Source: an optimization exercise on an open RTL-to-GDS flow (aim: small area and few clock cycles per item). Production flows keep margins and buffers that such runs may drop.
Where RTL was checked, it was by simulation tests only, not by an equivalence proof against the original.

// subc_divide
module subc_divide(
    input  logic         clk,
    input  logic         rst,
    input  logic         invalid,
    output logic         inready,
    input  logic [31:0]  a,
    input  logic [31:0]  b,
    input  logic [5:0]   nbits,
    input  logic         outready,
    output logic         outvalid,
    output logic [31:0]  z
);
For scale: ~910 cells after synthesis, roughly 100 flip-flops, about 110 I/O pins, ~8200 um2 of cells after synthesis.
==> module subc_divide, before the edit <==
module subc_divide(
    input  logic         clk,
    input  logic         rst,
    input  logic         invalid,
    output logic         inready,
    input  logic [31:0]  a,
    input  logic [31:0]  b,
    input  logic [5:0]   nbits,
    input  logic         outready,
    output logic         outvalid,
    output logic [31:0]  z
);
    localparam int K  = 2;
    localparam int MS = (32 + K - 1) / K;      
    localparam int QW = K * MS;                
    localparam int DW = 1;                     
    localparam int CW = 5;                     
    logic [31:0]   b_r;       
    logic [31:0]   r_r;       
    logic [QW-1:0] q_r;       
    logic [DW-1:0] d_r;       
    logic [CW-1:0] cnt;       
    logic          busy;      
    logic          ov;        
    assign inready  = ~busy & (~ov | outready);
    assign outvalid = ov;
    assign z        = 32'(q_r >> d_r);
    wire acc = invalid & inready;
    logic [31:0]  rs [0:K];
    logic [K-1:0] qb;
    wire  [31:0]  bs = busy ? b_r : b;
    assign rs[0] = busy ? r_r : a;
    for (genvar i = 0; i < K; i++) begin : g_step
        wire [31:0] t  = {rs[i][30:0], 1'b0};
        wire [32:0] df = {1'b0, t} - {1'b0, bs};
        assign qb[K-1-i] = rs[i][31] | ~df[32];
        assign rs[i+1]   = qb[K-1-i] ? df[31:0] : t;
    end
    logic [CW-1:0] m_in;
    logic [DW-1:0] d_in;
    always_comb begin
        m_in = '0;
        d_in = '0;
        for (int i = 0; i <= 32; i++)
            if (nbits == 6'(i)) begin
                m_in = CW'((i + K - 1) / K);
                d_in = DW'(K * ((i + K - 1) / K) - i);
            end
    end
    always_ff @(posedge clk) begin
        r_r <= rs[K];
        b_r <= bs;
        if (acc)
            d_r <= d_in;
        if (acc)
            q_r <= (nbits == 6'd0) ? '0 : QW'(qb);
        else if (busy)
            q_r <= {q_r[QW-1-K:0], qb};
        if (~busy)
            cnt <= m_in - CW'(1);
        else
            cnt <= cnt - CW'(1);
    end
    always_ff @(posedge clk) begin
        if (rst) begin
            busy <= 1'b0;
            ov   <= 1'b0;
        end else if (busy) begin
            if (cnt == CW'(1)) begin
                busy <= 1'b0;
                ov   <= 1'b1;
            end
        end else if (acc) begin
            busy <= (m_in > CW'(1));
            ov   <= (m_in <= CW'(1));
        end else if (outready) begin
            ov   <= 1'b0;
        end
    end
endmodule
clock: 8.0 ns
lec_check: 0
cap_margin: 20
core_margin: 2
core_utilization: 40
slew_margin: 20
run.sh (not shown) runs the stock make flow with config.mk's settings and CLKGATE_MAP_FILE= SYNTH_SCRIPT=/design/flow/synth_recipe.tcl, a recipe that flattens the netlist after the stock synthesis.
The starting point produced a clean layout.
Testbench counts at the start, summed over its fixed seeds: cycles 27,628, items 3,200.
==> next run, changes <==
--- a/flow/design.v
+++ b/flow/design.v
@@ -10,13 +10,13 @@
     input  logic         outready,
     output logic         outvalid,
     output logic [31:0]  z
 );
-    localparam int K  = 2;
+    localparam int K  = 3;
     localparam int MS = (32 + K - 1) / K;      
     localparam int QW = K * MS;                
-    localparam int DW = 1;                     
-    localparam int CW = 5;                     
+    localparam int DW = (K > 1) ? $clog2(K) : 1;
+    localparam int CW = $clog2(MS + 1);
     logic [31:0]   b_r;       
     logic [31:0]   r_r;       
     logic [QW-1:0] q_r;       
     logic [DW-1:0] d_r;       
@@ -32,10 +32,10 @@
     wire  [31:0]  bs = busy ? b_r : b;
     assign rs[0] = busy ? r_r : a;
     for (genvar i = 0; i < K; i++) begin : g_step
         wire [31:0] t  = {rs[i][30:0], 1'b0};
-        wire [32:0] df = {1'b0, t} - {1'b0, bs};
-        assign qb[K-1-i] = rs[i][31] | ~df[32];
+        wire [32:0] df = {1'b0, t} + {1'b0, ~bs} + 33'd1;
+        assign qb[K-1-i] = rs[i][31] | df[32];
         assign rs[i+1]   = qb[K-1-i] ? df[31:0] : t;
     end
     logic [CW-1:0] m_in;
     logic [DW-1:0] d_in;
@@ -49,9 +49,10 @@
             end
     end
     always_ff @(posedge clk) begin
         r_r <= rs[K];
-        b_r <= bs;
+        if (~busy)
+            b_r <= b;
         if (acc)
             d_r <= d_in;
         if (acc)
             q_r <= (nbits == 6'd0) ? '0 : QW'(qb);
This time the run finished but failed the layout checks on negative setup slack.
Synthesized area went up by a quarter to a third.
Cell count grows by well over a third.
Routed wire length went up by well over a third.
Non-clock buffer count rises by 500.
For the second run of this note, only the layout was checked, not whether the RTL still works.

========
== beta ==
subc_divide, a different RTL version from the one above (not shown whole).
Size: roughly 980 cells after synthesis, ~0.0066 mm² of cells after synthesis.
==> module subc_divide, before the edit <==
module subc_divide(
    input  logic         clk,
    input  logic         rst,
    input  logic         invalid,
    output logic         inready,
    input  logic [31:0]  a,
    input  logic [31:0]  b,
    input  logic [5:0]   nbits,
    input  logic         outready,
    output logic         outvalid,
    output logic [31:0]  z
);
    logic [31:0] b_r;       
    logic [32:0] n_r;       
    logic [31:0] q_r;       
    logic [3:0]  cnt;       
    logic        busy;      
    logic        ov;        
    assign inready  = ~busy & (~ov | outready);
    assign outvalid = ov;
    assign z        = q_r;
    wire acc = invalid & inready;
    function automatic logic [33:0] step(input logic [32:0] ni, input logic ci, input logic [31:0] bi);
        logic [32:0] t, x, p, g, c, gg, pp, gn, pn, s;
        logic        neg;
        neg = ni[32];
        t   = {ni[31:0], ci};
        x   = neg ? {1'b0, bi} : ~{1'b0, bi};
        p   = t ^ x;
        g   = t & x;
        gg  = {g[32:1], g[0] | (p[0] & ~neg)};    
        pp  = p;
        for (int l = 0; l < 6; l++) begin
            gn = gg;
            pn = pp;
            for (int i = 0; i < 33; i++)
                if (((i >> l) & 1) == 1) begin
                    gn[i] = gg[i] | (pp[i] & gg[((i >> l) << l) - 1]);
                    pn[i] = pp[i] & pp[((i >> l) << l) - 1];
                end
            gg = gn;
            pp = pn;
        end
        c   = {gg[31:0], ~neg};                    
        s   = p ^ c;
        step = {~s[32], s};
    endfunction
    wire        odd = ~busy & nbits[0];
    wire [31:0] bs  = busy ? b_r : b;
    wire [32:0] n0  = busy ? n_r : (nbits[0] ? {2'b0, a[31:1]} : {1'b0, a});
    wire [33:0] s1  = step(n0, odd & a[0], bs);
    wire [33:0] s2  = step(s1[32:0], 1'b0, bs);
    wire [1:0]  qb  = {s1[33], s2[33]};
    wire [3:0]  m1  = 4'((nbits - 6'd1) >> 1);
    always_ff @(posedge clk) begin
        n_r <= s2[32:0];
        b_r <= bs;
        if (acc)
            q_r <= (nbits == 6'd0) ? 32'd0 : {30'd0, qb};
        else if (busy)
            q_r <= {q_r[29:0], qb};
        if (~busy)
            cnt <= m1;
        else
            cnt <= cnt - 4'd1;
    end
    always_ff @(posedge clk) begin
        if (rst) begin
            busy <= 1'b0;
            ov   <= 1'b0;
        end else if (busy) begin
            if (cnt == 4'd1) begin
                busy <= 1'b0;
                ov   <= 1'b1;
            end
        end else if (acc) begin
            busy <= (nbits > 6'd2);
            ov   <= (nbits <= 6'd2);
        end else if (outready) begin
            ov   <= 1'b0;
        end
    end
endmodule
clock: 8.0 ns
lec_check: 0
cap_margin: 20
core_margin: 2
core_utilization: 60
cts_buf_list: sky130_fd_sc_hd__clkbuf_4 sky130_fd_sc_hd__clkbuf_8
slew_margin: 20
standard.sh (not shown) runs the stock make flow with config.mk's settings and CLKGATE_MAP_FILE= SYNTH_SCRIPT=/design/flow/synth_recipe.tcl, a recipe that flattens the netlist after the stock synthesis.
==> flow/flow/run.sh <==
#!/bin/bash
# Own layout flow: the standard synthesis, then the combinational logic
# (only) re-mapped for area by ABC (flip-flops kept as they are), then the
# standard layout steps, with the port buffers made of buf_1 cells.
# Each tool's output goes to a log file of its own in this folder.
set -euo pipefail
here=$(pwd)
F=$here/flow
R=$here/orfs/results/$FLOW_PLATFORM/subc_divide/base
LIB=$FLOW_HOME/platforms/sky130hd/lib/sky130_fd_sc_hd__tt_025C_1v80.lib
export BUFFER_PORTS_ARGS="-buffer_cell sky130_fd_sc_hd__buf_1"

bash standard.sh synth > log_1_standard_synth.log 2>&1
cp "$R/1_2_yosys.v" "$here/std_synth.v"

DONTUSE=""
while read -r c; do DONTUSE="$DONTUSE -dont_use $c"; done < "$F/dont_use.txt"
sed -e "s|{LIB}|$LIB|g" -e "s|{NETIN}|$here/std_synth.v|" -e "s|{NET1}|$here/resynth1.v|" \
    -e "s|{ABC}|$F/area.abc|" -e "s|{DONTUSE}|$DONTUSE|" "$F/resynth1.ys" > resynth1.ys
yosys -s resynth1.ys > log_2_resynth1.log 2>&1
sed -e "s|{LIB}|$LIB|g" -e "s|{NET1}|$here/resynth1.v|" -e "s|{NETOUT}|$here/resynth2.v|" \
    "$F/resynth2.ys" > resynth2.ys
yosys -s resynth2.ys > log_3_resynth2.log 2>&1

# same flip-flops, by name and cell, as the standard synthesis
grep -oE '^ *sky130_fd_sc_hd__e?dfxtp_1 +[^ ]+' std_synth.v | sort > regs_std.txt
grep -oE '^ *sky130_fd_sc_hd__e?dfxtp_1 +[^ ]+' resynth2.v | sort > regs_new.txt
cmp regs_std.txt regs_new.txt

cp resynth2.v "$R/1_2_yosys.v"
rm -f "$R/1_synth.odb" "$R/1_synth.sdc"
bash standard.sh finish > log_4_standard_layout.log 2>&1
==> flow/flow/area.abc <==
strash; dch; amap; topo
==> flow/flow/dont_use.txt <==
sky130_fd_sc_hd__probe_p_8
sky130_fd_sc_hd__probec_p_8
sky130_fd_sc_hd__lpflow_bleeder_1
sky130_fd_sc_hd__lpflow_clkbufkapwr_1
sky130_fd_sc_hd__lpflow_clkbufkapwr_16
sky130_fd_sc_hd__lpflow_clkbufkapwr_2
sky130_fd_sc_hd__lpflow_clkbufkapwr_4
sky130_fd_sc_hd__lpflow_clkbufkapwr_8
sky130_fd_sc_hd__lpflow_clkinvkapwr_1
sky130_fd_sc_hd__lpflow_clkinvkapwr_16
sky130_fd_sc_hd__lpflow_clkinvkapwr_2
sky130_fd_sc_hd__lpflow_clkinvkapwr_4
sky130_fd_sc_hd__lpflow_clkinvkapwr_8
sky130_fd_sc_hd__lpflow_decapkapwr_12
sky130_fd_sc_hd__lpflow_decapkapwr_3
sky130_fd_sc_hd__lpflow_decapkapwr_4
sky130_fd_sc_hd__lpflow_decapkapwr_6
sky130_fd_sc_hd__lpflow_decapkapwr_8
sky130_fd_sc_hd__lpflow_inputiso0n_1
sky130_fd_sc_hd__lpflow_inputiso0p_1
sky130_fd_sc_hd__lpflow_inputiso1n_1
sky130_fd_sc_hd__lpflow_inputiso1p_1
sky130_fd_sc_hd__lpflow_inputisolatch_1
sky130_fd_sc_hd__lpflow_isobufsrc_1
sky130_fd_sc_hd__lpflow_isobufsrc_16
sky130_fd_sc_hd__lpflow_isobufsrc_2
sky130_fd_sc_hd__lpflow_isobufsrc_4
sky130_fd_sc_hd__lpflow_isobufsrc_8
sky130_fd_sc_hd__lpflow_isobufsrckapwr_16
sky130_fd_sc_hd__lpflow_lsbuf_lh_hl_isowell_tap_1
sky130_fd_sc_hd__lpflow_lsbuf_lh_hl_isowell_tap_2
sky130_fd_sc_hd__lpflow_lsbuf_lh_hl_isowell_tap_4
sky130_fd_sc_hd__lpflow_lsbuf_lh_isowell_4
sky130_fd_sc_hd__lpflow_lsbuf_lh_isowell_tap_1
sky130_fd_sc_hd__lpflow_lsbuf_lh_isowell_tap_2
sky130_fd_sc_hd__lpflow_lsbuf_lh_isowell_tap_4
==> flow/flow/resynth1.ys <==
# Pass 1: turn the standard synthesis's combinational cells back into gates,
# keeping every flip-flop instance (name and cell) as it is, and map the
# logic again with an area-oriented ABC script.
read_liberty -ignore_miss_func {LIB}
blackbox sky130_fd_sc_hd__dfxtp_1 sky130_fd_sc_hd__edfxtp_1
read_verilog {NETIN}
hierarchy -top subc_divide
flatten -wb
delete t:$scopeinfo
rename -hide w:*.*
opt -purge
abc -liberty {LIB} -script {ABC} {DONTUSE}
opt_clean -purge
select subc_divide
write_verilog -noattr -nohex -nodec -selected {NET1}
==> flow/flow/resynth2.ys <==
# Pass 2: tie cells, buffers for pass-through wires and checks, as ORFS's
# synthesis does after its own ABC run.
read_liberty -lib {LIB}
read_verilog {NET1}
hierarchy -top subc_divide
hilomap -singleton -hicell sky130_fd_sc_hd__conb_1 HI -locell sky130_fd_sc_hd__conb_1 LO
splitnets
opt_clean -purge
insbuf -buf sky130_fd_sc_hd__buf_4 A X
check -assert -mapped
stat -liberty {LIB}
write_verilog -noattr -nohex -nodec {NETOUT}
--- input diff beta..epsilon ---
--- a/flow/design.v
+++ b/flow/design.v
@@ -12,20 +12,20 @@
     output logic [31:0]  z
 );
     logic [31:0] b_r;       
-    logic [32:0] n_r;       
     logic [31:0] q_r;       
+    logic [1:0]  d_r;       
     logic [3:0]  cnt;       
     logic        busy;      
     logic        ov;        
     assign inready  = ~busy & (~ov | outready);
     assign outvalid = ov;
-    assign z        = q_r;
+    assign z        = q_r >> d_r;
     wire acc = invalid & inready;
-    function automatic logic [33:0] step(input logic [32:0] ni, input logic ci, input logic [31:0] bi);
+    function automatic logic [33:0] step(input logic [32:0] ni, input logic [31:0] bi);
         logic [32:0] t, x, p, g, c, gg, pp, gn, pn, s;
         logic        neg;
         neg = ni[32];
-        t   = {ni[31:0], ci};
+        t   = {ni[31:0], 1'b0};
         x   = neg ? {1'b0, bi} : ~{1'b0, bi};
         p   = t ^ x;
         g   = t & x;
@@ -46,22 +46,37 @@
         s   = p ^ c;
         step = {~s[32], s};
     endfunction
-    wire        odd = ~busy & nbits[0];
-    wire [31:0] bs  = busy ? b_r : b;
-    wire [32:0] n0  = busy ? n_r : (nbits[0] ? {2'b0, a[31:1]} : {1'b0, a});
-    wire [33:0] s1  = step(n0, odd & a[0], bs);
-    wire [33:0] s2  = step(s1[32:0], 1'b0, bs);
-    wire [1:0]  qb  = {s1[33], s2[33]};
-    wire [3:0]  m1  = 4'((nbits - 6'd1) >> 1);
+    wire [31:0] bs = busy ? b_r : b;
+    logic [32:0] n_r;
+    wire [33:0] s1 = step(n_r, b_r);
+    wire [32:0] n1 = busy ? s1[32:0] : {1'b0, a};
+    wire [33:0] s2 = step(n1, bs);
+    wire [33:0] s3 = step(s2[32:0], bs);
+    wire [2:0]  qb = {s1[33], s2[33], s3[33]};
+    logic [3:0] m_in;
+    logic [1:0] d_in;
+    always_comb begin
+        m_in = 4'd1;
+        d_in = 2'd0;
+        for (int i = 3; i <= 32; i++)
+            if (nbits == 6'(i)) begin
+                m_in = 4'(1 + (i + 2 - 2) / 3);
+                d_in = 2'(2 + 3 * ((i + 2 - 2) / 3) - i);
+            end
+        if (nbits == 6'd1)
+            d_in = 2'd1;
+    end
     always_ff @(posedge clk) begin
-        n_r <= s2[32:0];
+        n_r <= s3[32:0];
         b_r <= bs;
         if (acc)
-            q_r <= (nbits == 6'd0) ? 32'd0 : {30'd0, qb};
+            d_r <= d_in;
+        if (acc)
+            q_r <= (nbits == 6'd0) ? 32'd0 : {30'd0, qb[1:0]};
         else if (busy)
-            q_r <= {q_r[29:0], qb};
+            q_r <= {q_r[28:0], qb};
         if (~busy)
-            cnt <= m1;
+            cnt <= m_in - 4'd1;
         else
             cnt <= cnt - 4'd1;
     end
@@ -75,8 +90,8 @@
                 ov   <= 1'b1;
             end
         end else if (acc) begin
-            busy <= (nbits > 6'd2);
-            ov   <= (nbits <= 6'd2);
+            busy <= (m_in > 4'd1);
+            ov   <= (m_in == 4'd1);
         end else if (outready) begin
             ov   <= 1'b0;
         end
==> comparison <==
For epsilon, the flow was terminated by a tool error in 5_1_grt and produced no final design.
On epsilon: count of instances resized after the clock tree is built is 80 higher than what beta gave.
epsilon: net count after synthesis 212 above beta
epsilon vs beta — die boundary width rose 9.1%.
epsilon: number of standard cells after synthesis is 212 higher than what beta reported.
What epsilon reported for cell count after placement has to be multiplied by 0.77 to get the figure for beta.
epsilon and beta ended up with roughly the same number of H-tree branching levels.
Relative to beta, initial core utilization has increased by 0.71 points in epsilon.
Function was not checked in any run of this note: the RTL went through the layout flow alone.

-- what the ideal ports hide --
Ports are ideal in the flow. The routed layouts listed here were re-timed in OpenROAD.
Step 1: set_driving_cell puts a clkbuf_16 on clk and a buf_2 on each other input, an assumption about the parent block.
Step 2 times the ports against the registers' clock, not the clock port: input delays grow and output delays shrink by t, the midpoint of the rising clock arrivals with the driver on.
a / b / c = no drivers / after step 1 / after step 2; a / b = the first two.
run	t (ns)	setup slack, ns	worst setup path at the end	pins driven straight from the clock port
the first run of note 1	0.407	0.625 / 0.644 / 0.236	input to register	1
the second run of note 1	0.407	-0.688 / -0.668 / -1.075	input to register	1
beta	0.430	0.310 / 0.218 / -0.212	input to register	1
With both steps, setup timing fails in beta, where it was met with ideal ports. The setup slack of beta, which loses most, moves by -0.092 ns with the drivers and by -0.522 ns with both steps.
